From an optimization exercise on the open Yosys and OpenROAD flow, aimed at small area and a short achievable clock period; shortcuts taken in it are not production practice.
Only simulation tests tie the RTL to the original design; equivalence was not proved.

==> 08-12: inputs <==
Design calc_core, start of the top module:
module calc_core (
	input clk,
	input [12:0] op_a,       
	input [12:0] op_b,       
	input [3:0] operator,    
	output [6:0] hex0,       
	output [6:0] hex1,
	output [6:0] hex2,
	output [6:0] hex3,
	output [6:0] hex4,
	output [6:0] hex5,       
	output [6:0] hex6        
);
==> module binaryToBcd, before the edit <==
module binaryToBcd(
	input [19:0] bin,
	output [23:0] bcd
);
	function [3:0] add3;
		input [3:0] d;
		case (d)
			4'd5: add3 = 4'd8;
			4'd6: add3 = 4'd9;
			4'd7: add3 = 4'd10;
			4'd8: add3 = 4'd11;
			4'd9: add3 = 4'd12;
			4'd10, 4'd11, 4'd12, 4'd13, 4'd14, 4'd15: add3 = 4'bxxxx;
			default: add3 = d;
		endcase
	endfunction
	reg [43:0] s;
	integer i, d;
	always @(*) begin
		s = {24'd0, bin};
		for (i = 0; i < 20; i = i + 1) begin
			for (d = 0; d < 6; d = d + 1)
				s[20 + 4*d +: 4] = add3(s[20 + 4*d +: 4]);
			s = s << 1;
		end
	end
	assign bcd = s[43:20];
endmodule
Settings: LEC_CHECK=0, ABC_AREA=1, CAP_MARGIN=20, CORE_MARGIN=2, CORE_UTILIZATION=60, SLEW_MARGIN=20; clock period 20.0 ns.
run.sh (not shown) runs the stock make flow with config.mk's settings and CLKGATE_MAP_FILE= SYNTH_SCRIPT=/design/flow/synth_recipe.tcl, a recipe that flattens the netlist after the stock synthesis.
==> 06-02: changes against 08-12 <==
--- a/flow/design.v
+++ b/flow/design.v
@@ -32,15 +32,12 @@
 );
 	function [3:0] add3;
 		input [3:0] d;
-		case (d)
-			4'd5: add3 = 4'd8;
-			4'd6: add3 = 4'd9;
-			4'd7: add3 = 4'd10;
-			4'd8: add3 = 4'd11;
-			4'd9: add3 = 4'd12;
-			4'd10, 4'd11, 4'd12, 4'd13, 4'd14, 4'd15: add3 = 4'bxxxx;
-			default: add3 = d;
-		endcase
+		begin
+			add3[3] = d[3] | (d[2] & d[0]) | (d[2] & d[1]);
+			add3[2] = (d[3] & d[0]) | (d[2] & ~d[1] & ~d[0]);
+			add3[1] = (d[3] & ~d[0]) | (~d[2] & d[1]) | (d[1] & d[0]);
+			add3[0] = (d[3] & ~d[0]) | (~d[3] & ~d[2] & d[0]) | (d[2] & d[1] & ~d[0]);
+		end
 	endfunction
 	reg [43:0] s;
 	integer i, d;
- CORE_UTILIZATION: 60 -> 40
==> qor summary <==
|  | 08-12 | 06-02 |
|---|---|---|
| Worst Path Required | 20.02 ns | 20.11 ns |
| Final estimated routing congestion in global placement | 0.898 | 0.879 |
| Cell area after placement | 11400 µm² | 12500 µm² |
| Max_slew headroom | 27.2% | 27.5% |
| Worst setup path endpoint | u_calc.answer[19] | u_calc.answer[18] |
| Proportion of cell area spent on the clock network | 0.720% | 0.639% |
| Avg Synthesized Cell Area | 6.10 µm² | 6.01 µm² |
| Fraction of the mapped netlist area in simple logic gates | 35.0% | 44.2% |
| Result of the run | finished clean | finished clean |
| Largest fanout on the critical path | 8 | 11 |
| Fin util | 67.0% | 45.2% |
| Min Hold Slack | 4.69 ns | 4.58 ns |
| Number of buffers other than clock buffers in the final layout | 81 | 87 |
| Met1 GRT Util | 30.3% | 22.6% |
| Number of instances in the synthesized netlist | 1699 | 1867 |
| Met3 routed WL | 576 µm | 374 µm |
| Clk slew on worst S/H paths | 0.06 ns | 0.07 ns |
| Fraction of post-synthesis cell area in the top cell type by area | 14.5% | 15.5% |
| Post-layout nets | 1976 | 2139 |

========
==> 10-03: inputs <==
Another version of the RTL of calc_core (not shown whole).
Design calc_core, start of the top module:
module calc_core (
	input clk,
	input [12:0] op_a,       
	input [12:0] op_b,       
	input [3:0] operator,    
	output [6:0] hex0,       
	output [6:0] hex1,
	output [6:0] hex2,
	output [6:0] hex3,
	output [6:0] hex4,
	output [6:0] hex5,       
	output [6:0] hex6        
);
	wire [9:0] magA, magB;
	bcdToBinary u_bin1 (op_a[11:0], magA);
	bcdToBinary u_bin2 (op_b[11:0], magB);
	wire zeroA = (op_a[11:0] == 12'd0);
	wire zeroB = (op_b[11:0] == 12'd0);
	wire sameMag = (op_a[11:0] == op_b[11:0]);
	wire lessMag = (op_a[11:0] < op_b[11:0]);
	wire [19:0] answer;
	wire sign;
	calculator u_calc (clk, op_a[12], zeroA, magA, op_b[12], zeroB, magB, sameMag, lessMag, operator, answer, sign);
	wire [23:0] bcd;
	binaryToBcd u_bcd (answer, bcd);
	seg7 u_seg0 (bcd[3:0], hex0);
	seg7 u_seg1 (bcd[7:4], hex1);
	seg7 u_seg2 (bcd[11:8], hex2);
	seg7 u_seg3 (bcd[15:12], hex3);
	seg7 u_seg4 (bcd[19:16], hex4);
	seg7 u_seg5 (bcd[23:20], hex5);
	assign hex6 = sign ? 7'b0111111 : 7'b1000000;
endmodule
Settings: LEC_CHECK=0, ABC_AREA=1, CAP_MARGIN=20, CORE_MARGIN=2, CORE_UTILIZATION=60, SLEW_MARGIN=20; clock period 20.0 ns.
standard.sh (not shown) runs the stock make flow with config.mk's settings and CLKGATE_MAP_FILE= SYNTH_SCRIPT=/design/flow/synth_recipe.tcl, a recipe that flattens the netlist after the stock synthesis.
==> flow/flow/run.sh <==
#!/bin/bash
# Own layout flow: the standard ORFS flow (standard.sh), with synthesis
# mapping logic with flow/abc_area.script and without adder cells, and the
# extra make variables listed one per line in flow/make_args.txt.
set -euo pipefail
WORK=$(pwd)
rm -rf "$WORK/scripts_own"
cp -r "$FLOW_HOME/scripts" "$WORK/scripts_own"
cp "$WORK/flow/abc_area.script" "$WORK/scripts_own/abc_area.script"
ARGS=()
if [ -f "$WORK/flow/make_args.txt" ]; then
  while IFS= read -r line; do
    [ -n "$line" ] && ARGS+=("$line")
  done < "$WORK/flow/make_args.txt"
fi
bash standard.sh finish ABC_AREA=1 ADDER_MAP_FILE= SCRIPTS_DIR="$WORK/scripts_own" "${ARGS[@]}" > "$WORK/flow_make.log" 2>&1
==> flow/flow/abc_area.script <==
strash
dch
map -B 0.9
topo
stime -c
buffer -c
upsize -c
dnsize -c
==> flow/flow/make_args.txt <==
BUFFER_PORTS_ARGS=-buffer_cell sky130_fd_sc_hd__buf_2
==> 06-16 (differences from 10-03) <==
--- a/flow/config.mk
+++ b/flow/config.mk
@@ -10,3 +10,3 @@
 export CORE_MARGIN = 2
-export CORE_UTILIZATION = 60
+export CORE_UTILIZATION = 75
 export SLEW_MARGIN = 20
==> summary of the runs <==
- 06-16 finished clean. 10-03 finished with timing, DRC and antenna clean.
- In 10-03 the worst setup slack is better than in 06-16, by 0.23 ns.
- Of 06-16 and 10-03, 06-16 has the higher worst hold slack (gap 0.022 ns).
- In 10-03 the final area is larger than in 06-16, by about 0.5%.
- Of 06-16 and 10-03, 06-16 has the higher critical path depth (gap 5).
- Against 06-16, the via count of 10-03 is lower by about 7.5%.
- In clock-buffer cell count, 06-16 and 10-03 do not differ.
- Flip-flop and latch count is the same in 10-03 and 06-16.
- Fmax: 06-16 is smaller than 10-03 (about 2%).
==> figures <==
| item | 06-16 | 10-03 |
|---|---|---|
| Status | timing/DRC/antenna clean | timing/DRC/antenna clean |
| Routed length on met3 | 1.80 mm | 972 µm |
| M2 GR Usage | 72.4% | 52.2% |
| Total Routed Length | 27.6 mm | 24.6 mm |
| Avg WL per Cell | 12.1 µm | 10.6 µm |
| Total routing usage reported by global routing | 38.1% | 27.5% |
| Max-slew headroom | 33.2% | 36.8% |
| Total number of placement rows | 42 | 47 |
| Final period util | 54.4% | 53.3% |
| Number of gates on the worst path with buffers counted | 58 | 53 |
| Die width | 119 µm | 133 µm |
| End point of the most critical hold path | u_calc.sign | u_calc.answer[17] |
| WP data arrival | 6.89 ns | 6.66 ns |
| Drt initial violations | 1199 | 621 |
| Total number of vias | 12800 | 11800 |
| Routability Congestion | 1.10 | 1.03 |
| Std-Cell Core Area | 13100 µm² | 16400 µm² |

[port drivers added, routing unchanged]
In the flow no input, the clock included, has a driving cell. The finished layouts below were timed again as built, in two steps. Step 1 sets driving cells, clkbuf_16 on the clock port and buf_2 on the other inputs (assumed; they add their load-dependent delay and slew). Step 2 moves the port delays by t, midway between the first and last clock arrival at a register: inputs arrive t later, outputs are due t later. That takes back most of the time a late clock gives input paths. a / b / c = ideal / step 1 / step 2; a / b = the first two.
| run | shift t [ns] | slack for setup (ns) | cell pins on the clock port's net |
|---|---|---|---|
| 08-12 | 0.290 | 8.565 / 8.575 / 8.285 | 1 |
| 06-02 | 0.298 | 8.443 / 8.463 / 8.164 | 1 |
| 10-03 | 0.291 | 9.340 / 9.306 / 9.597 | 1 |
| 06-16 | 0.304 | 9.110 / 9.070 / 9.348 | 1 |
After both steps setup and hold are still met in every run listed. The setup slack of 08-12, which loses most, moves by +0.010 ns with the drivers and by -0.280 ns with both steps.
